This is an optimization exercise on Yosys and OpenROAD, whose aim is small area, a short achievable clock period and few clock cycles per item, not a production implementation.
At most, simulation tests tie the RTL to the original design; equivalence was not proved.

==> 06-24 <==
## cordic_rot_top
module cordic_rot_top (
    input logic clk,
    input logic rst_n,
    input logic in_valid,
    output logic in_ready,
    input logic signed [15:0] x_start,
    input logic signed [15:0] y_start,
    input logic signed [31:0] angle,
    output logic out_valid,
    input logic out_ready,
    output logic signed [15:0] cosine,
    output logic signed [15:0] sine
);
==> flow/config.mk <==
export PLATFORM = sky130hd
export DESIGN_NAME = cordic_rot_top
export DESIGN_NICKNAME = cordic_rot_top
export VERILOG_FILES = /design/flow/design.v
export SDC_FILE = /design/flow/constraint.sdc
export NUM_CORES = 4
export LEC_CHECK = 0
export ABC_CLOCK_PERIOD_IN_PS = 3000
export CAP_MARGIN = 20
export CORE_MARGIN = 2
export CORE_UTILIZATION = 40
export SETUP_SLACK_MARGIN = 5
export SLEW_MARGIN = 20
==> flow/constraint.sdc <==
create_clock -name core_clock -period 8.5 [get_ports {clk}]
set_input_delay 1.7000 -clock core_clock [delete_from_list [all_inputs] [get_ports {clk}]]
set_output_delay 1.7000 -clock core_clock [all_outputs]
set_load 0.01 [all_outputs]
run.sh (not shown) runs the stock make flow with config.mk's settings and CLKGATE_MAP_FILE= SYNTH_SCRIPT=/design/flow/synth_recipe.tcl, a recipe that flattens the netlist after the stock synthesis.
==> inputs of 04-06, as changes to 06-24 <==
--- a/flow/design.v
+++ b/flow/design.v
@@ -86,38 +86,62 @@
         if (!rst_n) v[0] <= 1'b0;
         else if (ir) v[0] <= in_valid;
     end
     always_ff @(posedge clk or negedge rst_n) begin
         if (!rst_n) v[16:1] <= '0;
         else if (ce) v[16:1] <= v[15:0];
     end
     assign pv = v[16];
-    logic signed [17:0] x_1, y_1;
-    cordic_preproc u_pre (.x_in(x_start), .y_in(y_start), .q(angle[31:30]), .x1(x_1), .y1(y_1));
     logic [29:0] z_1;
     assign z_1 = {~angle[29], angle[28:0]};
     logic d_0, d_1;
     assign d_0 = angle[31];
     assign d_1 = ~angle[29];
-    logic signed [17:0] x_1_r;
-    always_ff @(posedge clk) if (ir) x_1_r <= x_1;
-    logic signed [17:0] y_1_r;
-    always_ff @(posedge clk) if (ir) y_1_r <= y_1;
+    logic ns_in, nt_in;
+    assign ns_in = angle[31] ^ angle[30];
+    assign nt_in = angle[31];
+    logic signed [17:0] s_in, t_in;
+    logic [17:0] sx_e, sy_e, s_a, s_b;
+    assign sx_e = 18'($signed(x_start));
+    assign sy_e = 18'($signed(y_start));
+    assign s_a = sx_e + sy_e;
+    assign s_b = ~(sx_e ^ sy_e) + {sx_e[16:0] | sy_e[16:0], 1'b0};
+    assign s_in = ns_in ? s_b : s_a;
+    logic [17:0] t_w;
+    assign t_w = {17'($signed(x_start)), 1'b1} + {~(17'($signed(y_start))), ~nt_in};
+    assign t_in = 18'($signed(t_w[17:1]));
+    logic [1:0] q_in;
+    assign q_in = angle[31:30];
+    logic [1:0] q_in_r;
+    always_ff @(posedge clk) if (ir) q_in_r <= q_in;
+    logic signed [17:0] s_in_r;
+    always_ff @(posedge clk) if (ir) s_in_r <= s_in;
+    logic signed [17:0] t_in_r;
+    always_ff @(posedge clk) if (ir) t_in_r <= t_in;
     logic [29:0] z_1_r;
     always_ff @(posedge clk) if (ir) z_1_r <= z_1;
     logic d_1_s0;
     assign d_1_s0 = z_1_r[29];
+    logic signed [17:0] x_1, y_1;
+    always_comb begin
+        case (q_in_r)
+            2'b00: begin x_1 = t_in_r; y_1 = s_in_r; end
+            2'b11: begin x_1 = s_in_r; y_1 = ~t_in_r; end
+            2'b01: begin x_1 = ~s_in_r; y_1 = t_in_r; end
+            default: begin x_1 = ~t_in_r; y_1 = ~s_in_r; end
+        endcase
+    end
     logic signed [17:0] x_2, y_2;
-    logic signed [17:0] x_1_r_sh, y_1_r_sh;
-    assign x_1_r_sh = x_1_r >>> 1;
-    assign y_1_r_sh = y_1_r >>> 1;
+    logic signed [17:0] x_1_sh, y_1_sh;
+    assign x_1_sh = x_1 >>> 1;
+    assign y_1_sh = y_1 >>> 1;
     logic [18:0] x_2_w, y_2_w;
-    assign x_2_w = {x_1_r, 1'b1} + {(d_1_s0 ? y_1_r_sh : ~y_1_r_sh), ~d_1_s0};
-    assign y_2_w = {y_1_r, 1'b1} + {(d_1_s0 ? ~x_1_r_sh : x_1_r_sh), d_1_s0};
+    assign x_2_w = {x_1, 1'b1} + {(d_1_s0 ? y_1_sh : ~y_1_sh), ~d_1_s0};
+    assign y_2_w = {y_1, 1'b1} + {(d_1_s0 ? ~x_1_sh : x_1_sh), d_1_s0};
     assign x_2 = x_2_w[18:1];
     assign y_2 = y_2_w[18:1];
     logic [29:0] z_2;
     assign z_2 = z_1_r[29:0] + (d_1_s0 ? 30'h12E4051D : 30'h2D1BFAE3);
     logic d_2;
     assign d_2 = z_2[29];
     logic signed [17:0] x_2_r;
     always_ff @(posedge clk) if (ce) x_2_r <= x_2;
@@ -417,18 +441,19 @@
     assign c_t[0] = c_e << 14;
     assign c_t[1] = c_e << 12;
     assign c_t[2] = (~c_e) << 9;
     assign c_t[3] = (~c_e) << 6;
     assign c_t[4] = (~c_e) << 3;
     assign c_t[5] = c_e << 1;
     logic [17:0] c_lo;
     assign c_lo = 18'(c_t[0][14:0]) + 18'(c_t[1][14:0]) + 18'(c_t[2][14:0]) + 18'(c_t[3][14:0]) + 18'(c_t[4][14:0]) + 18'(c_t[5][14:0]) + 18'd584;
-    logic [15:0] c_ha, c_hb;
+    logic [15:0] c_ha;
     assign c_ha = c_t[0][30:15] + c_t[1][30:15] + c_t[2][30:15];
+    logic [15:0] c_hb;
     assign c_hb = c_t[3][30:15] + c_t[4][30:15] + c_t[5][30:15];
     logic [2:0] c_cr;
     logic [15:0] c_har, c_hbr;
     always_ff @(posedge clk) if (ce) begin c_cr <= c_lo[17:15]; c_har <= c_ha; c_hbr <= c_hb; end
     logic [15:0] c_o;
     assign c_o = c_har + c_hbr + 16'(c_cr);
     logic [30:0] s_e;
     assign s_e = 31'(y_16_r);
@@ -436,18 +461,19 @@
     assign s_t[0] = s_e << 14;
     assign s_t[1] = s_e << 12;
     assign s_t[2] = (~s_e) << 9;
     assign s_t[3] = (~s_e) << 6;
     assign s_t[4] = (~s_e) << 3;
     assign s_t[5] = s_e << 1;
     logic [17:0] s_lo;
     assign s_lo = 18'(s_t[0][14:0]) + 18'(s_t[1][14:0]) + 18'(s_t[2][14:0]) + 18'(s_t[3][14:0]) + 18'(s_t[4][14:0]) + 18'(s_t[5][14:0]) + 18'd584;
-    logic [15:0] s_ha, s_hb;
+    logic [15:0] s_ha;
     assign s_ha = s_t[0][30:15] + s_t[1][30:15] + s_t[2][30:15];
+    logic [15:0] s_hb;
     assign s_hb = s_t[3][30:15] + s_t[4][30:15] + s_t[5][30:15];
     logic [2:0] s_cr;
     logic [15:0] s_har, s_hbr;
     always_ff @(posedge clk) if (ce) begin s_cr <= s_lo[17:15]; s_har <= s_ha; s_hbr <= s_hb; end
     logic [15:0] s_o;
     assign s_o = s_har + s_hbr + 16'(s_cr);
     assign res = {c_o, s_o};
 endmodule
Settings changed: CTS_CLUSTER_DIAMETER set to 100, CTS_CLUSTER_SIZE set to 24, PLACE_DENSITY set to 0.8.
==> run notes <==
- In 06-24 the maximum frequency is smaller than in 04-06, by 20%.
- Die area: 06-24 is lower than 04-06 (about 1.9%).
- Between 06-24 and 04-06, the lower setup slack is in 06-24 (gap 910 ps).
- In 04-06 the flip-flop and latch count is higher than in 06-24, by 2.
- Of 06-24 and 04-06, 06-24 has the higher global-route usage (gap 1.5 points).
- In 06-24 the sequential share of layout area is lower than in 04-06, by 0.76 points.
==> figures <==
Outcome: 04-06 timing/DRC/antenna clean; 06-24 timing/DRC/antenna clean
Pre-CTS worst setup slack: 04-06 3390 ps; 06-24 2390 ps
Buffer count from post-CTS setup fixing: 04-06 74; 06-24 112
Cell count after synthesis: 04-06 7620; 06-24 7414
Latest clock arrival within the worst-skew pair: 04-06 710 ps; 06-24 770 ps
Share of the final layout cell area in sequential cells: 04-06 35.5%; 06-24 34.8%
Initial antenna violation count: 04-06 0; 06-24 1
Layout Utilization: 04-06 44.7%; 06-24 46.6%
Standard cell with the maximum stage delay on the critical path: 04-06 sky130_fd_sc_hd__fa_2; 06-24 sky130_fd_sc_hd__or3_4
Worst Path Buf+Inv: 04-06 3; 06-24 2
Period Utilization, post-route: 04-06 42.7%; 06-24 53.5%
Stage delay of the slowest cell on the critical path: 04-06 340 ps; 06-24 380 ps
No run of this note included a check of the RTL's function; only the layout flow was run.


==> v13 <==
Another version of the RTL of cordic_rot_top (not shown whole).
Settings: LEC_CHECK=0, ABC_CLOCK_PERIOD_IN_PS=3000, CAP_MARGIN=20, CORE_MARGIN=2, CORE_UTILIZATION=40, CTS_CLUSTER_DIAMETER=100, CTS_CLUSTER_SIZE=24, PLACE_DENSITY=0.8, SETUP_SLACK_MARGIN=5, SLEW_MARGIN=20; clock period 8.5 ns.
==> v14: changes against v13 <==
--- a/flow/design.v
+++ b/flow/design.v
@@ -443,13 +443,12 @@
     assign c_t[3] = (~c_e) << 6;
     assign c_t[4] = (~c_e) << 3;
     assign c_t[5] = c_e << 1;
     logic [17:0] c_lo;
     assign c_lo = 18'(c_t[0][14:0]) + 18'(c_t[1][14:0]) + 18'(c_t[2][14:0]) + 18'(c_t[3][14:0]) + 18'(c_t[4][14:0]) + 18'(c_t[5][14:0]) + 18'd584;
-    logic [15:0] c_ha;
+    logic [15:0] c_ha, c_hb;
     assign c_ha = c_t[0][30:15] + c_t[1][30:15] + c_t[2][30:15];
-    logic [15:0] c_hb;
     assign c_hb = c_t[3][30:15] + c_t[4][30:15] + c_t[5][30:15];
     logic [2:0] c_cr;
     logic [15:0] c_har, c_hbr;
     always_ff @(posedge clk) if (ce) begin c_cr <= c_lo[17:15]; c_har <= c_ha; c_hbr <= c_hb; end
     logic [15:0] c_o;
@@ -463,13 +462,12 @@
     assign s_t[3] = (~s_e) << 6;
     assign s_t[4] = (~s_e) << 3;
     assign s_t[5] = s_e << 1;
     logic [17:0] s_lo;
     assign s_lo = 18'(s_t[0][14:0]) + 18'(s_t[1][14:0]) + 18'(s_t[2][14:0]) + 18'(s_t[3][14:0]) + 18'(s_t[4][14:0]) + 18'(s_t[5][14:0]) + 18'd584;
-    logic [15:0] s_ha;
+    logic [15:0] s_ha, s_hb;
     assign s_ha = s_t[0][30:15] + s_t[1][30:15] + s_t[2][30:15];
-    logic [15:0] s_hb;
     assign s_hb = s_t[3][30:15] + s_t[4][30:15] + s_t[5][30:15];
     logic [2:0] s_cr;
     logic [15:0] s_har, s_hbr;
     always_ff @(posedge clk) if (ce) begin s_cr <= s_lo[17:15]; s_har <= s_ha; s_hbr <= s_hb; end
     logic [15:0] s_o;
PLACE_DENSITY = default   (was 0.8)
==> v7: changes against v13 <==
--- a/flow/design.v
+++ b/flow/design.v
@@ -443,13 +443,12 @@
     assign c_t[3] = (~c_e) << 6;
     assign c_t[4] = (~c_e) << 3;
     assign c_t[5] = c_e << 1;
     logic [17:0] c_lo;
     assign c_lo = 18'(c_t[0][14:0]) + 18'(c_t[1][14:0]) + 18'(c_t[2][14:0]) + 18'(c_t[3][14:0]) + 18'(c_t[4][14:0]) + 18'(c_t[5][14:0]) + 18'd584;
-    logic [15:0] c_ha;
+    logic [15:0] c_ha, c_hb;
     assign c_ha = c_t[0][30:15] + c_t[1][30:15] + c_t[2][30:15];
-    logic [15:0] c_hb;
     assign c_hb = c_t[3][30:15] + c_t[4][30:15] + c_t[5][30:15];
     logic [2:0] c_cr;
     logic [15:0] c_har, c_hbr;
     always_ff @(posedge clk) if (ce) begin c_cr <= c_lo[17:15]; c_har <= c_ha; c_hbr <= c_hb; end
     logic [15:0] c_o;
@@ -463,13 +462,12 @@
     assign s_t[3] = (~s_e) << 6;
     assign s_t[4] = (~s_e) << 3;
     assign s_t[5] = s_e << 1;
     logic [17:0] s_lo;
     assign s_lo = 18'(s_t[0][14:0]) + 18'(s_t[1][14:0]) + 18'(s_t[2][14:0]) + 18'(s_t[3][14:0]) + 18'(s_t[4][14:0]) + 18'(s_t[5][14:0]) + 18'd584;
-    logic [15:0] s_ha;
+    logic [15:0] s_ha, s_hb;
     assign s_ha = s_t[0][30:15] + s_t[1][30:15] + s_t[2][30:15];
-    logic [15:0] s_hb;
     assign s_hb = s_t[3][30:15] + s_t[4][30:15] + s_t[5][30:15];
     logic [2:0] s_cr;
     logic [15:0] s_har, s_hbr;
     always_ff @(posedge clk) if (ce) begin s_cr <= s_lo[17:15]; s_har <= s_ha; s_hbr <= s_hb; end
     logic [15:0] s_o;
CORE_UTILIZATION = 60   (was 40)
CTS_CLUSTER_DIAMETER = default   (was 100)
CTS_CLUSTER_SIZE = default   (was 24)
PLACE_DENSITY = default   (was 0.8)
==> results_dict.tcl <==
set metrics [dict create \
    cts_htree_levels 2 \
    post-route-util_pct 44.2 \
    outcome "complete, no violations" \
]
-- figures above: v14

==> results_dict.tcl <==
set metrics [dict create \
    outcome "complete, no violations" \
    post-route-util_pct 44.1 \
    cts_htree_levels 2 \
]
-- figures above: v13

==> results_dict.tcl <==
set metrics [dict create \
    outcome "complete, no violations" \
    cts_htree_levels 4 \
    worstReg2RegStart "u_rot.x_16_r[0]" \
    worst_ep_arrival_time_ns 3.99 \
    post-route-util_pct 67.4 \
]
-- figures above: v7

Testbench counts of v14, summed over its fixed seeds: cycles 16,152, items 16,000.
Testbench counts of v7, summed over its fixed seeds: cycles 16,152, items 16,000.
Function not checked in v13: the RTL went through the layout flow alone.


==> v1: inputs <==
cordic_rot_top, a different RTL version from the one above (not shown whole).
clock: 8.5 ns
lec_check: 0
abc_clock_period_in_ps: 3000
cap_margin: 20
core_margin: 2
core_utilization: 40
cts_cluster_diameter: 100
cts_cluster_size: 24
setup_slack_margin: 5
slew_margin: 20
==> v10: changes against v1 <==
--- a/flow/design.v
+++ b/flow/design.v
@@ -79,20 +79,20 @@
     input  logic [15:0] y_start,
     input  logic [31:0] angle,
     output logic        pv,
     output logic [31:0] res
 );
-    logic [16:0] v;
+    logic [17:0] v;
     always_ff @(posedge clk or negedge rst_n) begin
         if (!rst_n) v[0] <= 1'b0;
         else if (ir) v[0] <= in_valid;
     end
     always_ff @(posedge clk or negedge rst_n) begin
-        if (!rst_n) v[16:1] <= '0;
-        else if (ce) v[16:1] <= v[15:0];
+        if (!rst_n) v[17:1] <= '0;
+        else if (ce) v[17:1] <= v[16:0];
     end
-    assign pv = v[16];
+    assign pv = v[17];
     logic signed [17:0] x_0, y_0;
     cordic_preproc0 u_pre (.x_in(x_start), .y_in(y_start), .q(angle[31:30]), .x0(x_0), .y0(y_0));
     logic [29:0] z_1;
     assign z_1 = {~angle[29], angle[28:0]};
     logic d_0, d_1;
@@ -419,81 +419,58 @@
     always_ff @(posedge clk) if (ce) d_15_r <= d_15;
     logic signed [17:0] x_15_r;
     always_ff @(posedge clk) if (ce) x_15_r <= x_15;
     logic signed [17:0] y_15_r;
     always_ff @(posedge clk) if (ce) y_15_r <= y_15;
+    logic signed [17:0] x_16, y_16;
+    logic signed [17:0] x_15_r_sh, y_15_r_sh;
+    assign x_15_r_sh = x_15_r >>> 15;
+    assign y_15_r_sh = y_15_r >>> 15;
+    logic [18:0] x_16_w, y_16_w;
+    assign x_16_w = {x_15_r, 1'b1} + {(d_15_r ? y_15_r_sh : ~y_15_r_sh), ~d_15_r};
+    assign y_16_w = {y_15_r, 1'b1} + {(d_15_r ? ~x_15_r_sh : x_15_r_sh), d_15_r};
+    assign x_16 = x_16_w[18:1];
+    assign y_16 = y_16_w[18:1];
+    logic signed [17:0] x_16_r;
+    always_ff @(posedge clk) if (ce) x_16_r <= x_16;
+    logic signed [17:0] y_16_r;
+    always_ff @(posedge clk) if (ce) y_16_r <= y_16;
     logic [30:0] c_e;
-    assign c_e = 31'(x_15_r);
+    assign c_e = 31'(x_16_r);
     logic [30:0] c_t [0:5];
     assign c_t[0] = c_e << 14;
     assign c_t[1] = c_e << 12;
     assign c_t[2] = (~c_e) << 9;
     assign c_t[3] = (~c_e) << 6;
     assign c_t[4] = (~c_e) << 3;
     assign c_t[5] = c_e << 1;
-    logic signed [3:0] c_dv;
-    logic signed [17:0] c_o15;
-    assign c_o15 = y_15_r >>> 15;
-    assign c_dv = d_15_r ? 4'(c_o15) : -(4'(c_o15));
-    logic [30:0] c_kd;
-    always_comb begin
-        case (c_dv)
-            -4'sd4: c_kd = 31'h7FFEC918;
-            -4'sd3: c_kd = 31'h7FFF16D2;
-            -4'sd2: c_kd = 31'h7FFF648C;
-            -4'sd1: c_kd = 31'h7FFFB246;
-            4'sd0: c_kd = 31'h0;
-            4'sd1: c_kd = 31'h4DBA;
-            4'sd2: c_kd = 31'h9B74;
-            4'sd3: c_kd = 31'hE92E;
-            4'sd4: c_kd = 31'h136E8;
-            default: c_kd = 31'h0;
-        endcase
-    end
     logic [17:0] c_lo;
-    assign c_lo = 18'(c_t[0][14:0]) + 18'(c_t[1][14:0]) + 18'(c_t[2][14:0]) + 18'(c_t[3][14:0]) + 18'(c_t[4][14:0]) + 18'(c_t[5][14:0]) + 18'(c_kd[14:0]) + 18'd584;
-    logic [15:0] c_ha, c_hb;
+    assign c_lo = 18'(c_t[0][14:0]) + 18'(c_t[1][14:0]) + 18'(c_t[2][14:0]) + 18'(c_t[3][14:0]) + 18'(c_t[4][14:0]) + 18'(c_t[5][14:0]) + 18'd584;
+    logic [15:0] c_ha;
     assign c_ha = c_t[0][30:15] + c_t[1][30:15] + c_t[2][30:15];
-    assign c_hb = c_t[3][30:15] + c_t[4][30:15] + c_t[5][30:15] + c_kd[30:15];
+    logic [15:0] c_hb;
+    assign c_hb = c_t[3][30:15] + c_t[4][30:15] + c_t[5][30:15];
     logic [2:0] c_cr;
     logic [15:0] c_har, c_hbr;
     always_ff @(posedge clk) if (ce) begin c_cr <= c_lo[17:15]; c_har <= c_ha; c_hbr <= c_hb; end
     logic [15:0] c_o;
     assign c_o = c_har + c_hbr + 16'(c_cr);
     logic [30:0] s_e;
-    assign s_e = 31'(y_15_r);
+    assign s_e = 31'(y_16_r);
     logic [30:0] s_t [0:5];
     assign s_t[0] = s_e << 14;
     assign s_t[1] = s_e << 12;
     assign s_t[2] = (~s_e) << 9;
     assign s_t[3] = (~s_e) << 6;
     assign s_t[4] = (~s_e) << 3;
     assign s_t[5] = s_e << 1;
-    logic signed [3:0] s_dv;
-    logic signed [17:0] s_o15;
-    assign s_o15 = x_15_r >>> 15;
-    assign s_dv = d_15_r ? -(4'(s_o15)) : 4'(s_o15);
-    logic [30:0] s_kd;
-    always_comb begin
-        case (s_dv)
-            -4'sd4: s_kd = 31'h7FFEC918;
-            -4'sd3: s_kd = 31'h7FFF16D2;
-            -4'sd2: s_kd = 31'h7FFF648C;
-            -4'sd1: s_kd = 31'h7FFFB246;
-            4'sd0: s_kd = 31'h0;
-            4'sd1: s_kd = 31'h4DBA;
-            4'sd2: s_kd = 31'h9B74;
-            4'sd3: s_kd = 31'hE92E;
-            4'sd4: s_kd = 31'h136E8;
-            default: s_kd = 31'h0;
-        endcase
-    end
     logic [17:0] s_lo;
-    assign s_lo = 18'(s_t[0][14:0]) + 18'(s_t[1][14:0]) + 18'(s_t[2][14:0]) + 18'(s_t[3][14:0]) + 18'(s_t[4][14:0]) + 18'(s_t[5][14:0]) + 18'(s_kd[14:0]) + 18'd584;
-    logic [15:0] s_ha, s_hb;
+    assign s_lo = 18'(s_t[0][14:0]) + 18'(s_t[1][14:0]) + 18'(s_t[2][14:0]) + 18'(s_t[3][14:0]) + 18'(s_t[4][14:0]) + 18'(s_t[5][14:0]) + 18'd584;
+    logic [15:0] s_ha;
     assign s_ha = s_t[0][30:15] + s_t[1][30:15] + s_t[2][30:15];
-    assign s_hb = s_t[3][30:15] + s_t[4][30:15] + s_t[5][30:15] + s_kd[30:15];
+    logic [15:0] s_hb;
+    assign s_hb = s_t[3][30:15] + s_t[4][30:15] + s_t[5][30:15];
     logic [2:0] s_cr;
     logic [15:0] s_har, s_hbr;
     always_ff @(posedge clk) if (ce) begin s_cr <= s_lo[17:15]; s_har <= s_ha; s_hbr <= s_hb; end
     logic [15:0] s_o;
     assign s_o = s_har + s_hbr + 16'(s_cr);
Settings changed: CTS_CLUSTER_DIAMETER 100 to 80, CTS_CLUSTER_SIZE 24 to 30.
==> v3: changes against v1 <==
--- a/flow/design.v
+++ b/flow/design.v
@@ -27,11 +27,11 @@
           15: atan_lut = 32'sh0000_53E6;
           default: atan_lut = 32'sd0;
         endcase
     endfunction
 endpackage
-module cordic_preproc0 (
+module cordic_preproc (
     input  logic signed [15:0] x_in,
     input  logic signed [15:0] y_in,
     input  logic [1:0]         q,
     output logic signed [17:0] x0,
     output logic signed [17:0] y0
@@ -40,37 +40,10 @@
     assign xe = 18'(x_in);
     assign ye = 18'(y_in);
     assign x0 = (q == 2'b01) ? -ye : (q == 2'b10) ? ye : xe;
     assign y0 = (q == 2'b01) ? xe : (q == 2'b10) ? -xe : ye;
 endmodule
-module cordic_preproc (
-    input  logic signed [15:0] x_in,
-    input  logic signed [15:0] y_in,
-    input  logic [1:0]         q,
-    output logic signed [17:0] x1,
-    output logic signed [17:0] y1
-);
-    logic signed [17:0] xe, ye, nxe;
-    logic swap;                  
-    assign xe = 18'(x_in);
-    assign ye = 18'(y_in);
-    assign nxe = -xe;
-    assign swap = q[1] ^ q[0];
-    logic [17:0] ax, bx, ay, by;
-    logic cx, cy;
-    assign ax = swap ? nxe : xe;
-    assign bx = q[1] ? ye : ~ye;
-    assign cx = ~q[1];
-    assign ay = q[1] ? nxe : xe;
-    assign by = swap ? ~ye : ye;
-    assign cy = swap;
-    logic [18:0] sx, sy;
-    assign sx = {ax, 1'b1} + {bx, cx};
-    assign sy = {ay, 1'b1} + {by, cy};
-    assign x1 = sx[18:1];
-    assign y1 = sy[18:1];
-endmodule
 module cordic_rotator (
     input  logic        clk,
     input  logic        rst_n,
     input  logic        ir,
     input  logic        ce,
@@ -79,22 +52,22 @@
     input  logic [15:0] y_start,
     input  logic [31:0] angle,
     output logic        pv,
     output logic [31:0] res
 );
-    logic [16:0] v;
+    logic [17:0] v;
     always_ff @(posedge clk or negedge rst_n) begin
         if (!rst_n) v[0] <= 1'b0;
         else if (ir) v[0] <= in_valid;
     end
     always_ff @(posedge clk or negedge rst_n) begin
-        if (!rst_n) v[16:1] <= '0;
-        else if (ce) v[16:1] <= v[15:0];
+        if (!rst_n) v[17:1] <= '0;
+        else if (ce) v[17:1] <= v[16:0];
     end
-    assign pv = v[16];
+    assign pv = v[17];
     logic signed [17:0] x_0, y_0;
-    cordic_preproc0 u_pre (.x_in(x_start), .y_in(y_start), .q(angle[31:30]), .x0(x_0), .y0(y_0));
+    cordic_preproc u_pre (.x_in(x_start), .y_in(y_start), .q(angle[31:30]), .x0(x_0), .y0(y_0));
     logic [29:0] z_1;
     assign z_1 = {~angle[29], angle[28:0]};
     logic d_0, d_1;
     assign d_0 = angle[31];
     assign d_1 = ~angle[29];
@@ -419,81 +392,56 @@
     always_ff @(posedge clk) if (ce) d_15_r <= d_15;
     logic signed [17:0] x_15_r;
     always_ff @(posedge clk) if (ce) x_15_r <= x_15;
     logic signed [17:0] y_15_r;
     always_ff @(posedge clk) if (ce) y_15_r <= y_15;
+    logic signed [17:0] x_16, y_16;
+    logic signed [17:0] x_15_r_sh, y_15_r_sh;
+    assign x_15_r_sh = x_15_r >>> 15;
+    assign y_15_r_sh = y_15_r >>> 15;
+    logic [18:0] x_16_w, y_16_w;
+    assign x_16_w = {x_15_r, 1'b1} + {(d_15_r ? y_15_r_sh : ~y_15_r_sh), ~d_15_r};
+    assign y_16_w = {y_15_r, 1'b1} + {(d_15_r ? ~x_15_r_sh : x_15_r_sh), d_15_r};
+    assign x_16 = x_16_w[18:1];
+    assign y_16 = y_16_w[18:1];
+    logic signed [17:0] x_16_r;
+    always_ff @(posedge clk) if (ce) x_16_r <= x_16;
+    logic signed [17:0] y_16_r;
+    always_ff @(posedge clk) if (ce) y_16_r <= y_16;
     logic [30:0] c_e;
-    assign c_e = 31'(x_15_r);
+    assign c_e = 31'(x_16_r);
     logic [30:0] c_t [0:5];
     assign c_t[0] = c_e << 14;
     assign c_t[1] = c_e << 12;
     assign c_t[2] = (~c_e) << 9;
     assign c_t[3] = (~c_e) << 6;
     assign c_t[4] = (~c_e) << 3;
     assign c_t[5] = c_e << 1;
-    logic signed [3:0] c_dv;
-    logic signed [17:0] c_o15;
-    assign c_o15 = y_15_r >>> 15;
-    assign c_dv = d_15_r ? 4'(c_o15) : -(4'(c_o15));
-    logic [30:0] c_kd;
-    always_comb begin
-        case (c_dv)
-            -4'sd4: c_kd = 31'h7FFEC918;
-            -4'sd3: c_kd = 31'h7FFF16D2;
-            -4'sd2: c_kd = 31'h7FFF648C;
-            -4'sd1: c_kd = 31'h7FFFB246;
-            4'sd0: c_kd = 31'h0;
-            4'sd1: c_kd = 31'h4DBA;
-            4'sd2: c_kd = 31'h9B74;
-            4'sd3: c_kd = 31'hE92E;
-            4'sd4: c_kd = 31'h136E8;
-            default: c_kd = 31'h0;
-        endcase
-    end
     logic [17:0] c_lo;
-    assign c_lo = 18'(c_t[0][14:0]) + 18'(c_t[1][14:0]) + 18'(c_t[2][14:0]) + 18'(c_t[3][14:0]) + 18'(c_t[4][14:0]) + 18'(c_t[5][14:0]) + 18'(c_kd[14:0]) + 18'd584;
+    assign c_lo = 18'(c_t[0][14:0]) + 18'(c_t[1][14:0]) + 18'(c_t[2][14:0]) + 18'(c_t[3][14:0]) + 18'(c_t[4][14:0]) + 18'(c_t[5][14:0]) + 18'd584;
     logic [15:0] c_ha, c_hb;
     assign c_ha = c_t[0][30:15] + c_t[1][30:15] + c_t[2][30:15];
-    assign c_hb = c_t[3][30:15] + c_t[4][30:15] + c_t[5][30:15] + c_kd[30:15];
+    assign c_hb = c_t[3][30:15] + c_t[4][30:15] + c_t[5][30:15];
     logic [2:0] c_cr;
     logic [15:0] c_har, c_hbr;
     always_ff @(posedge clk) if (ce) begin c_cr <= c_lo[17:15]; c_har <= c_ha; c_hbr <= c_hb; end
     logic [15:0] c_o;
     assign c_o = c_har + c_hbr + 16'(c_cr);
     logic [30:0] s_e;
-    assign s_e = 31'(y_15_r);
+    assign s_e = 31'(y_16_r);
     logic [30:0] s_t [0:5];
     assign s_t[0] = s_e << 14;
     assign s_t[1] = s_e << 12;
     assign s_t[2] = (~s_e) << 9;
     assign s_t[3] = (~s_e) << 6;
     assign s_t[4] = (~s_e) << 3;
     assign s_t[5] = s_e << 1;
-    logic signed [3:0] s_dv;
-    logic signed [17:0] s_o15;
-    assign s_o15 = x_15_r >>> 15;
-    assign s_dv = d_15_r ? -(4'(s_o15)) : 4'(s_o15);
-    logic [30:0] s_kd;
-    always_comb begin
-        case (s_dv)
-            -4'sd4: s_kd = 31'h7FFEC918;
-            -4'sd3: s_kd = 31'h7FFF16D2;
-            -4'sd2: s_kd = 31'h7FFF648C;
-            -4'sd1: s_kd = 31'h7FFFB246;
-            4'sd0: s_kd = 31'h0;
-            4'sd1: s_kd = 31'h4DBA;
-            4'sd2: s_kd = 31'h9B74;
-            4'sd3: s_kd = 31'hE92E;
-            4'sd4: s_kd = 31'h136E8;
-            default: s_kd = 31'h0;
-        endcase
-    end
     logic [17:0] s_lo;
-    assign s_lo = 18'(s_t[0][14:0]) + 18'(s_t[1][14:0]) + 18'(s_t[2][14:0]) + 18'(s_t[3][14:0]) + 18'(s_t[4][14:0]) + 18'(s_t[5][14:0]) + 18'(s_kd[14:0]) + 18'd584;
+    assign s_lo = 18'(s_t[0][14:0]) + 18'(s_t[1][14:0]) + 18'(s_t[2][14:0]) + 18'(s_t[3][14:0]) + 18'(s_t[4][14:0]) + 18'(s_t[5][14:0]) + 18'd584;
     logic [15:0] s_ha, s_hb;
     assign s_ha = s_t[0][30:15] + s_t[1][30:15] + s_t[2][30:15];
-    assign s_hb = s_t[3][30:15] + s_t[4][30:15] + s_t[5][30:15] + s_kd[30:15];
+    assign s_hb = s_t[3][30:15] + s_t[4][30:15] + s_t[5][30:15];
     logic [2:0] s_cr;
     logic [15:0] s_har, s_hbr;
     always_ff @(posedge clk) if (ce) begin s_cr <= s_lo[17:15]; s_har <= s_ha; s_hbr <= s_hb; end
     logic [15:0] s_o;
     assign s_o = s_har + s_hbr + 16'(s_cr);
Settings changed: CTS_CLUSTER_DIAMETER 100 to unset, CTS_CLUSTER_SIZE 24 to unset.
==> comparison <==
v10 produced a clean layout. v1 completed with no timing, DRC or antenna violations. v3 passed the timing, DRC and antenna checks. Global-route usage: v1 is higher than v3 (0.72 points). Between v1 and v3, the lower flip-flop and latch count is in v1 (gap 35). Non-clock buffer count, lowest first: v3, v10, v1. Between v3 and v1, the lower worst hold slack is in v1 (gap 0.016 ns). Count of clock-buffer cells in the layout, lowest first: v1, v10, v3.
==> figures <==
| item | v3 | v10 | v1 |
|---|---|---|---|
| Number of detailed-routing iterations run before antenna repair | 9 | 8 | 5 |
| Maximum number of pins on one net before global-route repair | 197 | 179 | 174 |
| Met2 WL | 88940 µm | 90110 µm | 93350 µm |
| Levels on crit path | 14 | 11 | 21 |
| Via count of the first global-routing pass | 59330 | 58690 | 58080 |
| Headroom to the max-slew limit | 23.67% | 29.71% | 28.68% |
| Measured slew at the worst slew-check pin | 1.145 ns | 1.054 ns | 1.062 ns |
| Result of the run | finished clean | finished clean | finished clean |
| NumNets Final | 9388 | 9343 | 9448 |
| Cell area after technology mapping | 84200 µm² | 84200 µm² | 82900 µm² |
| Chip Height | 462.8 µm | 462.8 µm | 459.2 µm |
| Reg2reg start | u_rot.x_16_r[0] | u_rot.x_16_r[3] | u_rot.x_15_r[16] |
| Origin of the worst setup path | u_rot.x_16_r[0] | u_rot.x_16_r[3] | u_rot.x_15_r[16] |
| Number of diodes added for antenna fixing | 1 | 1 | 2 |
Testbench counts of v3, summed over its fixed seeds: cycles 16,152, items 16,000.
Only the layout flow was run in v1 and v10; the RTL was not checked for function there.

==> afterwards: timing with drivers on the ports <==
Ports are ideal in the flow. The routed layouts listed here were re-timed in OpenROAD.
Step 1 assumes that a clkbuf_16 drives the clock port and a buf_2 every other input.
Step 2, shift: input delay + t, output delay - t, t = (earliest + latest rising clock arrival at the registers) / 2. This alone moves slack from input paths to output paths.
Three values: ideal ports, drivers, drivers and shift; two values: the first two.
run | t, ns | setup WS [ns] | worst setup path after step 2
06-24 | 0.857 | 3.955 / 4.011 / 3.155 | input to register
04-06 | 0.770 | 4.870 / 4.894 / 4.124 | input to register
v13 | 0.789 | 4.966 / 4.966 / 4.375 | input to register
v14 | 0.829 | 5.002 / 5.002 / 4.422 | input to register
v7 | 0.837 | 4.999 / 4.996 / 4.216 | input to register
v1 | 0.837 | 3.674 / 3.674 / 3.674 | register to register
v10 | 0.822 | 5.025 / 5.025 / 4.435 | input to register
v3 | 0.859 | 4.990 / 4.990 / 4.314 | input to register
After both steps setup and hold are still met in every run listed. For 06-24, which loses most, drivers alone change the setup slack by +0.056 ns; drivers and shift together by -0.800 ns.
